Background: an optimization exercise with open tools, aiming at small area. Do not read the settings as production practice. In this exercise RTL edits were held to simulation tests only and were not proved equivalent to the original. The clock port is modelled as an ideal driver; clocking choices that lean on that would not hold on a real chip. Power figures rest on the tool's default switching activity, not on a simulated workload.

## build 14
Design mainblock, start of the top module:
module mainblock(clk_50M, reset, dio, sclk, stb, data_check, light_chuc1, light_dv1, light_chuc2, light_dv2,light1, light2);
input clk_50M, reset;
wire en1;
input wire [3:0] light_chuc1, light_dv1, light_chuc2, light_dv2;
output wire dio, stb, sclk;
output wire [7:0] data_check;
input wire [1:0] light1, light2;
Clock Clock(clk_50M, reset, en1);
tm1638 tm1638(clk_50M, en1, reset, stb, dio, sclk, data_check, light_chuc1, light_dv1, light_chuc2, light_dv2, light1, light2);
endmodule
Size in the first run: ~220 cells after synthesis, ~38 flip-flops, ~33 I/O pins, about 0.0019 mm^2 of cells after synthesis.
Settings: LEC_CHECK=0, CAP_MARGIN=20, CORE_MARGIN=2, CORE_UTILIZATION=40, SLEW_MARGIN=20; clock period 5.0 ns.
standard.sh (not shown) runs the stock make flow with config.mk's settings and CLKGATE_MAP_FILE= SYNTH_SCRIPT=/design/flow/synth_recipe.tcl, a recipe that flattens the netlist after the stock synthesis.
==> flow/flow/run.sh <==
#!/bin/bash
# Layout flow:
#  1. the standard synthesis, then a second synthesis (flow/synth.tcl) that
#     differs only in its combinational mapping; the second is kept only if
#     it has exactly the same registers (names and cell types).
#  2. the standard placement, with the smallest buffer (buf_1) on the ports.
#  3. clock tree: a few clock buffers fed by the clock port, each driving a
#     group of nearby registers (flow/clock.tcl).
#  4. the standard routing and finishing.
set -euo pipefail
RES=orfs/results/$FLOW_PLATFORM/mainblock/base
PORTBUF='BUFFER_PORTS_ARGS=-buffer_cell sky130_fd_sc_hd__buf_1'
bash standard.sh synth > synth_standard.log 2>&1
mkdir -p keep
cp $RES/1_2_yosys.v $RES/1_2_yosys.sdc $RES/1_synth.odb $RES/1_synth.sdc keep/
python3 flow/regs.py list keep/1_2_yosys.v > regs_standard.txt
rm -f $RES/1_2_yosys.v $RES/1_2_yosys.sdc $RES/1_synth.odb $RES/1_synth.sdc
if bash standard.sh SYNTH_SCRIPT=$PWD/flow/synth.tcl synth > synth_own.log 2>&1 \
   && python3 flow/regs.py rename keep/1_2_yosys.v $RES/1_2_yosys.v own_renamed.v \
   && cp own_renamed.v $RES/1_2_yosys.v && rm -f $RES/1_synth.odb $RES/1_synth.sdc \
   && bash standard.sh synth > synth_own_odb.log 2>&1 \
   && python3 flow/regs.py list $RES/1_2_yosys.v > regs_own.txt \
   && cmp -s regs_standard.txt regs_own.txt; then
  echo "own synthesis kept" > synth_choice.log
else
  echo "own synthesis dropped, standard synthesis used" > synth_choice.log
  cp keep/* $RES/
fi
bash standard.sh "$PORTBUF" place > place.log 2>&1
export RES
export LIB=$FLOW_HOME/platforms/sky130hd/lib/sky130_fd_sc_hd__tt_025C_1v80.lib
export SETRC=$FLOW_HOME/platforms/sky130hd/setRC.tcl
export CLKPORT=clk_50M
ok=0
for cfg in "2 clkbuf_8" "3 clkbuf_8" "4 clkbuf_8" "4 clkbuf_16"; do
  set -- $cfg
  CLK_GROUPS=$1 CLKBUF=sky130_fd_sc_hd__$2 openroad -no_init -exit flow/clock.tcl > clock_$1_$2.log 2>&1
  s=$(sed -n 's/^max clk slew //p' clock_$1_$2.log)
  if awk -v s="$s" 'BEGIN{exit !(s < 0.115)}'; then ok=1; break; fi
done
[[ $ok == 1 ]]
bash standard.sh "$PORTBUF" finish > finish.log 2>&1
==> flow/flow/regs.py <==
# Flip-flops of a Yosys netlist.
#   regs.py list NETLIST          print "name type" of every flip-flop, sorted
#   regs.py rename STD OWN OUT    write OWN to OUT with each flip-flop named as
#                                 the flip-flop of STD that drives the same Q net
import re, sys

INST = re.compile(r'^(\s*)(sky130_fd_sc_hd__(\w+?)_\d+)\s+(\\\S+|\S+)(\s*\()', re.M)

def is_ff(base):
    return re.match(r'(e|s|se)?df', base) is not None

def flops(text):
    out = {}
    for m in INST.finditer(text):
        if not is_ff(m.group(3)):
            continue
        body = text[m.end():text.index(');', m.end())]
        q = re.search(r'\.Q\(\s*(\\\S+|[^\s)]+)\s*\)', body)
        out[m.group(4)] = (m.group(3), q.group(1) if q else None)
    return out

if sys.argv[1] == 'list':
    f = flops(open(sys.argv[2]).read())
    print('\n'.join(sorted('%s %s' % (n, t) for n, (t, q) in f.items())))
else:
    std = flops(open(sys.argv[2]).read())
    text = open(sys.argv[3]).read()
    own = flops(text)
    want = {}
    byq = {q: n for n, (t, q) in std.items()}
    for n, (t, q) in own.items():
        if q in byq and byq[q] != n:
            want[n] = byq[q]
    names = set(m.group(4) for m in INST.finditer(text))
    taken = set(want.values())
    def sub(m):
        n = m.group(4)
        if n in want:
            n = want[n]
        elif n in taken:
            k = 0
            while '%s_%d' % (n.rstrip(), k) in names:
                k += 1
            n = '%s_%d' % (n.rstrip(), k)
            names.add(n)
        sep = ' ' if n.startswith('\\') else ''
        return m.group(1) + m.group(2) + ' ' + n + sep + m.group(5)
    open(sys.argv[4], 'w').write(INST.sub(sub, text))
Other scripts of this flow, unchanged in this note and not shown: flow/flow/abc.script, flow/flow/clock.tcl, flow/flow/synth.tcl
--- input diff build 14..trial 86 ---
--- a/flow/flow/run.sh
+++ b/flow/flow/run.sh
@@ -14,11 +14,8 @@
 mkdir -p keep
 cp $RES/1_2_yosys.v $RES/1_2_yosys.sdc $RES/1_synth.odb $RES/1_synth.sdc keep/
-python3 flow/regs.py list keep/1_2_yosys.v > regs_standard.txt
+python3 flow/regs.py keep/1_2_yosys.v > regs_standard.txt
 rm -f $RES/1_2_yosys.v $RES/1_2_yosys.sdc $RES/1_synth.odb $RES/1_synth.sdc
 if bash standard.sh SYNTH_SCRIPT=$PWD/flow/synth.tcl synth > synth_own.log 2>&1 \
-   && python3 flow/regs.py rename keep/1_2_yosys.v $RES/1_2_yosys.v own_renamed.v \
-   && cp own_renamed.v $RES/1_2_yosys.v && rm -f $RES/1_synth.odb $RES/1_synth.sdc \
-   && bash standard.sh synth > synth_own_odb.log 2>&1 \
-   && python3 flow/regs.py list $RES/1_2_yosys.v > regs_own.txt \
+   && python3 flow/regs.py $RES/1_2_yosys.v > regs_own.txt \
    && cmp -s regs_standard.txt regs_own.txt; then
   echo "own synthesis kept" > synth_choice.log
==> flow/flow/regs.py <==
# print "name type" of every flip-flop in a Yosys netlist, sorted
import re, sys
t = open(sys.argv[1]).read()
out = []
for m in re.finditer(r'^\s*(sky130_fd_sc_hd__(\w+?)_\d+)\s+(\\\S+|\S+)\s*\(', t, re.M):
    base = m.group(2)
    if re.match(r'(e|s|se)?df', base):
        out.append('%s %s' % (m.group(3), base))
print('\n'.join(sorted(out)))
Taking build 14 as the reference, in trial 86 total power fell by about 1%, count of buffer and inverter cells on the critical path fell by 1, clock power fell by about 4%.
In trial 86 relative to build 14, maximum vdd drop had gone up by more than 10%.
Total cell area at the placement stage (trial 86 vs. build 14) increases by more than 10%
Trial 86 vs build 14, most common library cell in the layout ignoring fill and taps: sky130_fd_sc_hd__buf_1 vs sky130_fd_sc_hd__nor2_1
Core utilization in trial 86 vs build 14: down 1.9 points

* * *

The RTL this note starts from:
==> flow/design.v <==
`timescale 1ns / 1ps
module Clock(clk, reset, en1);
input clk, reset;
output en1;
reg [4:0] p;
localparam [15:0] F = 16'b0010000011011111;
assign en1 = ~p[2] & ~p[3] & ~p[4];
always @(posedge clk or posedge reset)
    if (reset)
        p <= 5'b10010;
    else
        p <= {p[3:0], F[{p[4], p[2], p[1], p[0]}]};
endmodule
`timescale 1ns / 1ps
module tm1638 (clk, en1, reset, stb, dio, sclk, data_check, light_chuc1, light_dv1, light_chuc2, light_dv2, light1, light2);
input clk, en1, reset;
output reg stb, dio, sclk;
output reg [7:0] data_check;
input [3:0] light_chuc1, light_dv1, light_chuc2, light_dv2;
input [1:0] light1, light2;
localparam [127:0] SSEG = {48'h0, 8'h6f, 8'h7f, 8'h07, 8'h7d, 8'h6d, 8'h66, 8'h4f, 8'h5b, 8'h06, 8'h3f};
localparam [31:0] TLIGHT = {8'h08, 8'h40, 8'h01, 8'h00};
reg [2:0] ng;       
reg [1:0] nslot;    
wire [2:0] g = ~ng;
wire [1:0] slot = ~nslot;
reg [3:0] i;
reg [19:0] hold;    
reg [3:0] cur;      
wire cmdg = g[2] & g[1];
wire byte_slot = (slot == 2'd1) | (slot == 2'd2 & ~cmdg);
wire frame_end = (g == 3'd7) & (slot == 2'd3);
always @(posedge clk or posedge reset)
	if (reset) begin
		ng <= 3'd0;
		nslot <= 2'd0;
	end else if (en1 & (~byte_slot | (i == 4'd15))) begin
		if (slot == 2'd3 | (slot == 2'd2 & g == 3'd6)) begin
			nslot <= 2'd3;
			case (g)
				3'd5: ng <= 3'd0;
				3'd6: ng <= 3'd7;
				3'd7: ng <= 3'd1;
				default: ng <= ~(g + 3'd1);
			endcase
		end else
			nslot <= ~(slot + 2'd1);
	end
always @(posedge clk)
	if (~byte_slot)
		i <= 4'd0;
	else if (en1)
		i <= i + 4'd1;
always @(posedge clk)
	if (en1 & frame_end)
		hold <= {light2, light_dv2, light_chuc2, light1, light_dv1, light_chuc1};
always @(posedge clk)
	if (en1)
		case (g)
			3'd0: cur <= light_chuc1;
			3'd1: cur <= light_dv1;
			3'd2: cur <= {2'b00, light1};
			3'd3: cur <= light_chuc2;
			3'd4: cur <= light_dv2;
			default: cur <= {2'b00, light2};
		endcase
reg [3:0] hsel;
always @(*)
	case (g)
		3'd0: hsel = hold[3:0];
		3'd1: hsel = hold[7:4];
		3'd2: hsel = {2'b00, hold[9:8]};
		3'd3: hsel = hold[13:10];
		3'd4: hsel = hold[17:14];
		default: hsel = {2'b00, hold[19:18]};
	endcase
wire light_pos = (g == 3'd2) | (g == 3'd5);
wire [7:0] cur_b;
genvar k;
generate for (k = 0; k < 8; k = k + 1) begin : dc
	assign cur_b[k] = light_pos ? TLIGHT[{cur[1:0], k[2:0]}] : SSEG[{cur, k[2:0]}];
end endgenerate
wire hold_bit = light_pos ? TLIGHT[{hsel[1:0], i[3:1]}] : SSEG[{hsel, i[3:1]}];
reg [7:0] cbyte;
always @(*) begin
	if (cmdg)
		cbyte = g[0] ? 8'h8f : 8'h44;
	else
		cbyte = {4'hc, g, 1'b0};
	sclk = byte_slot ? i[0] : 1'b1;
	data_check = ~byte_slot ? 8'h00 : (slot == 2'd1) ? cbyte : cur_b;
	dio = ~byte_slot ? (g == 3'd7 && slot == 2'd2) : (slot == 2'd1) ? cbyte[i[3:1]] : hold_bit;
	stb = (slot == 2'd3) | (slot == 2'd2 & cmdg);
end
endmodule
`timescale 1ns / 1ps
module mainblock(clk_50M, reset, dio, sclk, stb, data_check, light_chuc1, light_dv1, light_chuc2, light_dv2,light1, light2);
input clk_50M, reset;
wire en1;
input wire [3:0] light_chuc1, light_dv1, light_chuc2, light_dv2;
output wire dio, stb, sclk;
output wire [7:0] data_check;
input wire [1:0] light1, light2;
Clock Clock(clk_50M, reset, en1);
tm1638 tm1638(clk_50M, en1, reset, stb, dio, sclk, data_check, light_chuc1, light_dv1, light_chuc2, light_dv2, light1, light2);
endmodule
clock: 5.0 ns
lec_check: 0
cap_margin: 20
core_margin: 2
core_utilization: 40
place_density: 0.85
slew_margin: 20
==> flow/flow/run.sh <==
#!/bin/bash
# Layout flow:
#  1. the standard synthesis, then a second synthesis (flow/synth.tcl) that
#     differs only in its combinational mapping; the second is kept only if
#     it has exactly the same registers (names and cell types).
#  2. the standard placement, with the smallest buffer (buf_1) on the ports.
#  3. clock tree: a few clock buffers fed by the clock port, each driving a
#     group of nearby registers (flow/clock.tcl).
#  4. the standard routing and finishing.
set -euo pipefail
RES=orfs/results/$FLOW_PLATFORM/mainblock/base
PORTBUF='BUFFER_PORTS_ARGS=-buffer_cell sky130_fd_sc_hd__buf_1'
bash standard.sh synth > synth_standard.log 2>&1
mkdir -p keep
cp $RES/1_2_yosys.v $RES/1_2_yosys.sdc $RES/1_synth.odb $RES/1_synth.sdc keep/
python3 flow/regs.py list keep/1_2_yosys.v > regs_standard.txt
rm -f $RES/1_2_yosys.v $RES/1_2_yosys.sdc $RES/1_synth.odb $RES/1_synth.sdc
if bash standard.sh SYNTH_SCRIPT=$PWD/flow/synth.tcl synth > synth_own.log 2>&1 \
   && python3 flow/regs.py rename keep/1_2_yosys.v $RES/1_2_yosys.v own_renamed.v \
   && cp own_renamed.v $RES/1_2_yosys.v && rm -f $RES/1_synth.odb $RES/1_synth.sdc \
   && bash standard.sh synth > synth_own_odb.log 2>&1 \
   && python3 flow/regs.py list $RES/1_2_yosys.v > regs_own.txt \
   && cmp -s regs_standard.txt regs_own.txt; then
  echo "own synthesis kept" > synth_choice.log
else
  echo "own synthesis dropped, standard synthesis used" > synth_choice.log
  cp keep/* $RES/
fi
bash standard.sh "$PORTBUF" place > place.log 2>&1
export RES
export LIB=$FLOW_HOME/platforms/sky130hd/lib/sky130_fd_sc_hd__tt_025C_1v80.lib
export SETRC=$FLOW_HOME/platforms/sky130hd/setRC.tcl
export CLKPORT=clk_50M
ok=0
for cfg in "3 clkbuf_4" "1 clkbuf_16" "2 clkbuf_8" "4 clkbuf_4" "3 clkbuf_8" "4 clkbuf_8" "4 clkbuf_16"; do
  set -- $cfg
  CLK_GROUPS=$1 CLKBUF=sky130_fd_sc_hd__$2 openroad -no_init -exit flow/clock.tcl > clock_$1_$2.log 2>&1
  s=$(sed -n 's/^max clk slew //p' clock_$1_$2.log)
  if awk -v s="$s" 'BEGIN{exit !(s < 0.112)}'; then ok=1; break; fi
done
[[ $ok == 1 ]]
bash standard.sh "$PORTBUF" finish > finish.log 2>&1
==> flow/flow/abc.script <==
strash
&get -n
&deepsyn -J 100 -T 120 -S @SEED@
&put
@MAP@
topo
stime -c
==> flow/flow/synth.tcl <==
# The standard flow's synthesis (synth_recipe.tcl) with two changes: no adder extraction
# (extract_fa), and an area-oriented ABC script (flow/abc.script, run with a
# few random seeds and two mappings; the smallest result is kept). Registers are mapped exactly
# as in the standard synthesis.
set flowdir [file dirname [file normalize [info script]]]
proc synth {args} { yosys synth -nofsm -noshare {*}$args }
proc extract_fa {args} { puts "extract_fa skipped" }
proc design_area {} {
  set s [tee -q -s result.string stat {*}$::lib_args]
  regexp {Chip area for module[^:]*:\s*([0-9.]+)} $s -> a
  return $a
}
proc abc {args} {
  set i [lsearch -exact $args -script]
  if { $i < 0 } {
    yosys abc {*}$args
    return
  }
  set f [open $::flowdir/abc.script]
  set script [read $f]
  close $f
  yosys design -save abc_in
  set best -1
  foreach seed {0 1 2 3 4 5} {
    foreach map {{dch -f; amap} {dch -f; amap; strash; dch -f; amap}} {
      set fn $::env(OBJECTS_DIR)/abc_run.script
      set f [open $fn w]
      puts $f [string map [list @SEED@ $seed @MAP@ $map] $script]
      close $f
      yosys design -load abc_in
      yosys abc {*}[lreplace $args [expr {$i + 1}] [expr {$i + 1}] $fn]
      set a [design_area]
      puts "abc seed $seed, mapping '$map': area $a"
      if { $best < 0 || $a < $best } {
        set best $a
        yosys design -save abc_best
      }
    }
  }
  yosys design -load abc_best
  puts "abc kept area $best"
}
source $::env(SCRIPTS_DIR)/synth.tcl
# left out here: clear keep_hierarchy, flatten, clean up, hide names made inside functions, write 1_2_yosys.v
Other scripts of this flow, unchanged in this note and not shown: flow/flow/clock.tcl, flow/flow/regs.py
The baseline produced a clean layout.
Then changed:
==> flow/flow/abc.script (replaced) <==
strash
&get -n
&deepsyn -T 10 -S @SEED@
&put
@MAP@
topo
stime -c
--- a/flow/flow/synth.tcl
+++ b/flow/flow/synth.tcl
@@ -22,5 +22,5 @@
   yosys design -save abc_in
   set best -1
-  foreach seed {0 1 2 3 4 5} {
+  foreach seed {0 1 2 3 4 5 6 7} {
     foreach map {{dch -f; amap} {dch -f; amap; strash; dch -f; amap}} {
       set fn $::env(OBJECTS_DIR)/abc_run.script
PLACE_DENSITY = default   (was 0.85)
=>
- fmax drops slightly
- clock-buffer cell count fell by 1
- routed wire length increases slightly
- final area increases slightly
Then changed:
PLACE_DENSITY = 0.85   (was default)
=> The new run produced a clean layout; clock skew barely changes; hold slack is about the same; routed wire length is higher by 2.4%.
Then changed:
GPL_TIMING_DRIVEN = 0   (was default)
PLACE_DENSITY = default   (was 0.85)
Effect: Via count drops by 2.9%. Total power drops by about 0.32%. Worst setup slack gets worse by 0.13 ns. Cell area climbs by 0.42%. Clock skew climbs by 0.0054 ns. First-iteration DRC count drops by 11%. Area after synthesis stays the same. Combinational power drops by about 6%.
Then changed:
==> flow/flow/abc.script (replaced) <==
strash
&get -n
&deepsyn -J 100 -T 120 -S @SEED@
&put
@MAP@
topo
stime -c
--- a/flow/flow/synth.tcl
+++ b/flow/flow/synth.tcl
@@ -22,5 +22,5 @@
   yosys design -save abc_in
   set best -1
-  foreach seed {0 1 2 3 4 5 6 7} {
+  foreach seed {0 1 2 3 4 5} {
     foreach map {{dch -f; amap} {dch -f; amap; strash; dch -f; amap}} {
       set fn $::env(OBJECTS_DIR)/abc_run.script
GPL_TIMING_DRIVEN = default   (was 0)
PLACE_DENSITY = 0.95   (was default)
The new run completed with no timing, DRC or antenna violations.
Count of clock-buffer cells in the layout is lower by 2.
Critical path depth is higher by 3.
Routed wire length is lower by 3.4%.
Via count is higher by 2.3%.
Then changed:
CAP_MARGIN = 0   (was 20)
GPL_TIMING_DRIVEN = 0   (was default)
PLACE_DENSITY = default   (was 0.95)
SLEW_MARGIN = 0   (was 20)
The new run ran to the end with no violations. Clock-buffer cell count is higher by 2. Power climbs slightly. Utilization rises by 0.23 points. Routed wire length went up slightly. Maximum frequency drops by a few percent. Synthesized cell count stays the same.

-- re-timing with driven ports --
The flow's constraints put no driver on any port. The routed layouts listed below were extracted and timed again, unchanged, in two steps. Step 1, drivers: a clkbuf_16 drives clk_50M and a buf_2 each remaining input, both assumed. Step 2 also shifts input and output timing later by t, the mid clock arrival at the registers, as if the neighbouring blocks saw the same clock. Three values: ideal, step 1, step 2; two values: the first two.
run | t (ns) | setup slack, ns | worst slew at a driven data input, ns
build 14 | 0.189 | 1.067 / 1.019 / 1.208 | 0.03
trial 86 | 0.181 | 0.808 / 0.765 / 0.946 | 0.03
the first run of note 2 | 0.199 | 0.705 / 0.661 / 0.860 | 0.04
the second run of note 2 | 0.188 | 0.681 / 0.634 / 0.822 | 0.03
the third run of note 2 | 0.207 | 0.608 / 0.561 / 0.768 | 0.03
the fourth run of note 2 | 0.202 | 0.475 / 0.431 / 0.633 | 0.03
the fifth run of note 2 | 0.199 | 0.611 / 0.573 / 0.772 | 0.04
the sixth run of note 2 | 0.203 | 0.466 / 0.421 / 0.624 | 0.03
After both steps setup and hold are still met in every run listed.
